What follows belongs to an exercise in optimizing a design on an open flow for small area; a production flow would make more cautious choices. In this exercise RTL edits were held to simulation tests only and were not proved equivalent to the original. The clock port is modelled as an ideal driver; clocking choices that lean on that would not hold on a real chip. Power and IR drop assume default switching activity.

==> v8: inputs <==
==> flow/design.v <==
`timescale 1ns / 1ps
module proj01(
    input wire clk,
    input wire reset,
    input wire [15:0] floor_request,
    input wire [15:0] elevator1_buttons_up,
    input wire [15:0] elevator1_buttons_down,
    input wire [15:0] elevator2_buttons_up,
    input wire [15:0] elevator2_buttons_down,
    output wire [2:0] elevator1_position, 
    output wire [2:0] elevator2_position,
    output wire [2:0] elevator1_display,
    output wire [2:0] elevator2_display
);
    localparam [18:0] SEED_S = 19'b1000111010100011011, MASK_S = 19'b0101011111111111111, TERM_S = 19'b0000001010101010101;
    localparam [17:0] SEED_1 = 18'b001011101011001101, MASK_1 = 18'b000111111111111111, TERM_1 = 18'b000001101110100010;
    localparam [18:0] SEED_2 = 19'b1010010010000011000, MASK_2 = 19'b0000111111111111111, TERM_2 = 19'b0000111000111001100;
    reg [18:0] div_s;    
    reg [17:0] div_1;    
    reg [18:0] div_2;    
    reg clk_out, clk_out2, clk_out3;
    wire end_s = (div_s & MASK_S) == TERM_S;
    wire end_1 = (div_1 & MASK_1) == TERM_1;
    wire end_2 = (div_2 & MASK_2) == TERM_2;
    always @(negedge clk) begin
        div_s <= (reset | end_s) ? SEED_S : {~div_s[17:0], div_s[18] ^ div_s[5]};
        div_1 <= (reset | end_1) ? SEED_1 : {~div_1[16:0], div_1[17] ^ div_1[6]};
        div_2 <= (reset | end_2) ? SEED_2 : {~div_2[17:0], div_2[18] ^ div_2[5]};
        clk_out  <= ~reset & (clk_out  ^ end_s);
        clk_out2 <= ~reset & (clk_out2 ^ end_1);
        clk_out3 <= ~reset & (clk_out3 ^ end_2);
    end
    wire [15:0] fr = floor_request;
    wire [15:0] u1 = elevator1_buttons_up;
    wire [15:0] d1 = elevator1_buttons_down;
    wire [15:0] u2 = elevator2_buttons_up;
    wire [15:0] d2 = elevator2_buttons_down;
    wire fr1 = ~fr[0] & (|fr[15:1]);
    wire d1v = ~d1[0] & (|d1[15:1]);
    wire u1v = ~u1[0] & (|u1[15:1]);
    wire [14:0] req1 = fr1 ? fr[15:1] : d1v ? d1[15:1] : u1[15:1];
    reg [1:0] state1;
    reg [14:0] cur1;      
    reg rel1;             
    wire take1 = (fr1 | d1v | u1v) & ((state1 == 2'd0) ? clk_out : clk_out2);
    wire move1 = take1 & rel1;
    wire [14:0] nxt1 = move1 ? (state1[1] ? cur1 - 15'd1 : cur1 + 15'd1) : cur1;
    reg [1:0] ns1;
    always @* begin
        case (state1)
            2'd0: ns1 = (req1 == cur1) ? 2'd0 : 2'd1;
            2'd1: ns1 = rel1 ? 2'd1 : 2'd2;
            default: ns1 = rel1 ? 2'd2 : 2'd0;
        endcase
    end
    wire [15:0] cmp1 = {1'b0, nxt1} + {1'b0, ~req1} + {15'd0, ~ns1[1]};
    wire nrel1 = ns1[1] ? cmp1[15] : ~cmp1[15];
    always @(posedge clk or posedge reset) begin
        if (reset) begin
            state1 <= 2'd0;
            cur1 <= 15'd0;
            rel1 <= 1'b0;
        end else if (take1) begin
            state1 <= ns1;
            cur1 <= nxt1;
            rel1 <= nrel1;
        end
    end
    wire fr2 = fr[0];
    wire u2v = u2[0];
    wire d2v = d2[0];
    wire [14:0] req2 = fr2 ? fr[15:1] : u2v ? u2[15:1] : d2[15:1];
    reg [1:0] state2;
    reg [14:0] cur2;      
    reg [14:0] tgt2;      
    wire [15:0] cmp2 = {1'b0, cur2} + {1'b0, ~tgt2} + {15'd0, ~state2[1]};
    wire rel2 = state2[1] ? cmp2[15] : ~cmp2[15];
    wire take2 = (fr2 | u2v | d2v) & ((state2 == 2'd0) ? clk_out : clk_out3);
    wire move2 = take2 & rel2;
    wire [14:0] nxt2 = move2 ? (state2[1] ? cur2 - 15'd1 : cur2 + 15'd1) : cur2;
    reg [1:0] ns2;
    always @* begin
        case (state2)
            2'd0: ns2 = (req2 == cur2) ? 2'd0 : 2'd1;
            2'd1: ns2 = rel2 ? 2'd1 : 2'd2;
            default: ns2 = rel2 ? 2'd2 : 2'd0;
        endcase
    end
    always @(posedge clk or posedge reset) begin
        if (reset) begin
            state2 <= 2'd0;
            cur2 <= 15'd0;
            tgt2 <= 15'd0;
        end else if (take2) begin
            state2 <= ns2;
            cur2 <= nxt2;
            if (!state2[1])
                tgt2 <= req2;
        end
    end
    assign elevator1_display = 3'b000;
    assign elevator2_display = 3'b000;
    assign elevator1_position = {1'b0, state1};
    assign elevator2_position = {1'b0, state2};
endmodule
==> flow/run.sh <==
#!/bin/bash
# synth_recipe.tcl (not shown) runs the flow's synth.tcl, then flattens the netlist and writes it again
# the make line also repeats each setting of config.mk as NAME=value (left out here)
make -C /OpenROAD-flow-scripts/flow DESIGN_CONFIG=/design/flow/config.mk WORK_HOME=/design/flow/orfs CLKGATE_MAP_FILE= SYNTH_SCRIPT=/design/flow/synth_recipe.tcl finish
==> flow/config.mk <==
export PLATFORM = sky130hd
export DESIGN_NAME = proj01
export DESIGN_NICKNAME = proj01
export VERILOG_FILES = /design/flow/design.v
export SDC_FILE = /design/flow/constraint.sdc
export NUM_CORES = 4
export LEC_CHECK = 0
export CAP_MARGIN = 20
export CORE_MARGIN = 2
export CORE_UTILIZATION = 40
export PLACE_DENSITY = 0.6
export SLEW_MARGIN = 20
==> flow/constraint.sdc <==
create_clock -name core_clock -period 10.0 [get_ports {clk}]
set_input_delay 2.0000 -clock core_clock [delete_from_list [all_inputs] [get_ports {clk}]]
set_output_delay 2.0000 -clock core_clock [all_outputs]
set_load 0.01 [all_outputs]
==> inputs of v18, as changes to v8 <==
--- a/flow/design.v
+++ b/flow/design.v
@@ -37,2 +37,3 @@
     wire [15:0] d2 = elevator2_buttons_down;
+    genvar i;
     wire fr1 = ~fr[0] & (|fr[15:1]);
@@ -40,3 +41,6 @@
     wire u1v = ~u1[0] & (|u1[15:1]);
-    wire [14:0] req1 = fr1 ? fr[15:1] : d1v ? d1[15:1] : u1[15:1];
+    wire pf1 = fr1;
+    wire pd1 = ~fr1 & d1v;
+    wire pu1 = ~fr1 & ~d1v;
+    wire [14:0] req1 = (fr[15:1] & {15{pf1}}) | (d1[15:1] & {15{pd1}}) | (u1[15:1] & {15{pu1}});
     reg [1:0] state1;
@@ -45,4 +49,8 @@
     wire take1 = (fr1 | d1v | u1v) & ((state1 == 2'd0) ? clk_out : clk_out2);
-    wire move1 = take1 & rel1;
-    wire [14:0] nxt1 = move1 ? (state1[1] ? cur1 - 15'd1 : cur1 + 15'd1) : cur1;
+    wire [15:0] tog1;
+    assign tog1[0] = rel1;
+    generate for (i = 0; i < 15; i = i + 1) begin : g_tog1
+        assign tog1[i+1] = tog1[i] & (cur1[i] ^ state1[1]);
+    end endgenerate
+    wire [14:0] nxt1 = cur1 ^ tog1[14:0];
     reg [1:0] ns1;
@@ -55,4 +63,8 @@
     end
-    wire [15:0] cmp1 = {1'b0, nxt1} + {1'b0, ~req1} + {15'd0, ~ns1[1]};
-    wire nrel1 = ns1[1] ? cmp1[15] : ~cmp1[15];
+    wire [15:0] cy1;
+    assign cy1[0] = ~ns1[1];
+    generate for (i = 0; i < 15; i = i + 1) begin : g_cy1
+        assign cy1[i+1] = (nxt1[i] & ~req1[i]) | (nxt1[i] & cy1[i]) | (~req1[i] & cy1[i]);
+    end endgenerate
+    wire nrel1 = ns1[1] ? cy1[15] : ~cy1[15];
     always @(posedge clk or posedge reset) begin
@@ -68,6 +80,6 @@
     end
-    wire fr2 = fr[0];
-    wire u2v = u2[0];
-    wire d2v = d2[0];
-    wire [14:0] req2 = fr2 ? fr[15:1] : u2v ? u2[15:1] : d2[15:1];
+    wire pf2 = fr[0];
+    wire pu2 = ~fr[0] & u2[0];
+    wire pd2 = ~fr[0] & ~u2[0];
+    wire [14:0] req2 = (fr[15:1] & {15{pf2}}) | (u2[15:1] & {15{pu2}}) | (d2[15:1] & {15{pd2}});
     reg [1:0] state2;
@@ -75,7 +87,15 @@
     reg [14:0] tgt2;      
-    wire [15:0] cmp2 = {1'b0, cur2} + {1'b0, ~tgt2} + {15'd0, ~state2[1]};
-    wire rel2 = state2[1] ? cmp2[15] : ~cmp2[15];
-    wire take2 = (fr2 | u2v | d2v) & ((state2 == 2'd0) ? clk_out : clk_out3);
-    wire move2 = take2 & rel2;
-    wire [14:0] nxt2 = move2 ? (state2[1] ? cur2 - 15'd1 : cur2 + 15'd1) : cur2;
+    wire [15:0] cy2;
+    assign cy2[0] = ~state2[1];
+    generate for (i = 0; i < 15; i = i + 1) begin : g_cy2
+        assign cy2[i+1] = (cur2[i] & ~tgt2[i]) | (cur2[i] & cy2[i]) | (~tgt2[i] & cy2[i]);
+    end endgenerate
+    wire rel2 = state2[1] ? cy2[15] : ~cy2[15];
+    wire take2 = (fr[0] | u2[0] | d2[0]) & ((state2 == 2'd0) ? clk_out : clk_out3);
+    wire [15:0] tog2;
+    assign tog2[0] = rel2;
+    generate for (i = 0; i < 15; i = i + 1) begin : g_tog2
+        assign tog2[i+1] = tog2[i] & (cur2[i] ^ state2[1]);
+    end endgenerate
+    wire [14:0] nxt2 = cur2 ^ tog2[14:0];
     reg [1:0] ns2;
==> flow/flow/run.sh (new file) <==
#!/bin/bash
# The standard ORFS layout with changes that only affect cell area:
#  - synthesis maps with an area-oriented ABC script (flow/abc_area.script)
#    in place of the delay-oriented one; registers are untouched, so their
#    names and cell types are the standard synthesis's;
#  - ports are buffered with buf_1 instead of the default larger buffer;
set -euo pipefail
W=$(pwd)
rm -rf "$W/scripts"
cp -r "$FLOW_HOME/scripts" "$W/scripts"
cp "$W/flow/abc_area.script" "$W/scripts/abc_speed.script"
C="$W/scripts/cts.tcl"
grep -q '^repair_clock_inverters' "$C"
grep -q '  -repair_clock_nets\]' "$C"
grep -q '^log_cmd clock_tree_synthesis {\*}\$cts_args' "$C"
sed -i 's/^repair_clock_inverters/# repair_clock_inverters/' "$C"
sed -i 's/  -repair_clock_nets\]/  -repair_clock_nets -dont_use_dummy_load -no_insertion_delay]/' "$C"
sed -i "s|^log_cmd clock_tree_synthesis {\*}\$cts_args|&\nsource $W/flow/clock_slew.tcl|" "$C"
bash "$W/standard.sh" "SCRIPTS_DIR=$W/scripts" \
    "BUFFER_PORTS_ARGS=-buffer_cell sky130_fd_sc_hd__buf_1" finish > "$W/flow.log" 2>&1
test -s "$W/out/final.def"
==> flow/flow/abc_area.script (new file) <==
strash
dc2
dch -f
amap
==> flow/flow/clock_slew.tcl (new file) <==
# After clock tree synthesis: upsize the clock tree's buffers and inverters
# (only cells that drive clock nets) until the estimated slew at every load
# of each is below the limit, one size step at a time.
proc my_clock_drivers {} {
  set drivers {}
  set todo [all_registers -clock_pins -edge_triggered]
  set seen {}
  while {[llength $todo]} {
    set next {}
    foreach pin $todo {
      set net [get_nets -quiet -of_objects $pin]
      if {$net eq "" || [dict exists $seen [get_full_name $net]]} continue
      dict set seen [get_full_name $net] 1
      foreach d [get_pins -quiet -of_objects $net -filter "direction==output"] {
        set c [get_cells -of_objects $d]
        set m [get_property $c ref_name]
        if {[string match sky130_fd_sc_hd__clkbuf_* $m] || [string match sky130_fd_sc_hd__clkinv_* $m] || [string match sky130_fd_sc_hd__inv_* $m]} {
          lappend drivers $c
          lappend next {*}[get_pins -of_objects $c -filter "direction==input"]
        }
      }
    }
    set todo $next
  }
  return $drivers
}

proc my_fix_clock_slew {limit_ps} {
  set up [dict create \
    sky130_fd_sc_hd__clkbuf_1 sky130_fd_sc_hd__clkbuf_2 \
    sky130_fd_sc_hd__clkbuf_2 sky130_fd_sc_hd__clkbuf_4 \
    sky130_fd_sc_hd__clkbuf_4 sky130_fd_sc_hd__clkbuf_8 \
    sky130_fd_sc_hd__clkbuf_8 sky130_fd_sc_hd__clkbuf_16 \
    sky130_fd_sc_hd__clkinv_1 sky130_fd_sc_hd__clkinv_2 \
    sky130_fd_sc_hd__clkinv_2 sky130_fd_sc_hd__clkinv_4 \
    sky130_fd_sc_hd__clkinv_4 sky130_fd_sc_hd__clkinv_8 \
    sky130_fd_sc_hd__inv_1 sky130_fd_sc_hd__clkinv_2 \
    sky130_fd_sc_hd__inv_2 sky130_fd_sc_hd__clkinv_4]
  for {set it 0} {$it < 6} {incr it} {
    estimate_parasitics -placement
    set changed 0
    foreach c [my_clock_drivers] {
      set m [get_property $c ref_name]
      set o [get_pins -of_objects $c -filter "direction==output"]
      set worst 0
      foreach p [get_pins -of_objects [get_nets -of_objects $o] -filter "direction==input"] {
        foreach e {rise fall} {
          foreach an {min max} {
            set s [expr {[sta::time_ui_sta [get_property $p slew_${an}_$e]] * 1e12}]
            if {$s > $worst} { set worst $s }
          }
        }
      }
      if {$worst > $limit_ps && [dict exists $up $m]} {
        puts "clock slew: [get_full_name $c] $m -> [dict get $up $m] ($worst ps)"
        replace_cell $c [dict get $up $m]
        set changed 1
      }
    }
    if {!$changed} break
  }
}
my_fix_clock_slew 105
==> flow/standard.sh (new file) <==
#!/bin/bash
# synth_recipe.tcl (not shown) runs the flow's synth.tcl, then flattens the netlist and writes it again
# the make line also repeats each setting of config.mk as NAME=value (left out here)
make -C /OpenROAD-flow-scripts/flow DESIGN_CONFIG=/design/flow/config.mk WORK_HOME=/design/flow/orfs CLKGATE_MAP_FILE= SYNTH_SCRIPT=/design/flow/synth_recipe.tcl "${@:-finish}"
- CTS_BUF_LIST: not set -> sky130_fd_sc_hd__clkbuf_4
removed: flow/run.sh
==> run_results.csv <==
group,metric,value,unit
status,status,"complete, no violations",
grt,grt_usage,21.5,%
layout,final_layout_size_suffix_gt1_share,2.83,%
layout,fin_cells,878,
pwr,seq-power,625,µW
route,dr.first_iter.drc_count,512,
route,dr.pass1.iters,6,
route,routed_wl,14700,µm
worst_setup_path,critPathTopFamily,"compound AO/OA/AOI/OAI gates",
layout,stdcell_area,5780,µm²
worst_setup_path,max_stage_delay,0.44,ns
pwr,p_switching,549,µW
sta,setup_slack,1.44,ns
pwr,power.total,1350,µW
grt,grtUsageMet3,4.12,%
worst_setup_path,cp_data_required_time,10.20,ns
the above is filed under v18

==> run_results.csv <==
group,metric,value,unit
status,status,"complete, no violations",
layout,stdcell_area,8230,µm²
pwr,power.total,1160,µW
grt,grt_usage,20.5,%
route,routed_wl,17600,µm
worst_setup_path,cp_data_required_time,10.19,ns
route,route.met2.wl,8920,µm
worst_setup_path,max_stage_delay,0.67,ns
route,dr.first_iter.drc_count,277,
worst_setup_path,critPathTopFamily,"simple AND/OR/NAND/NOR gates",
sta,setup_slack,0.957,ns
grt,grtUsageMet3,3.31,%
the above is filed under v8

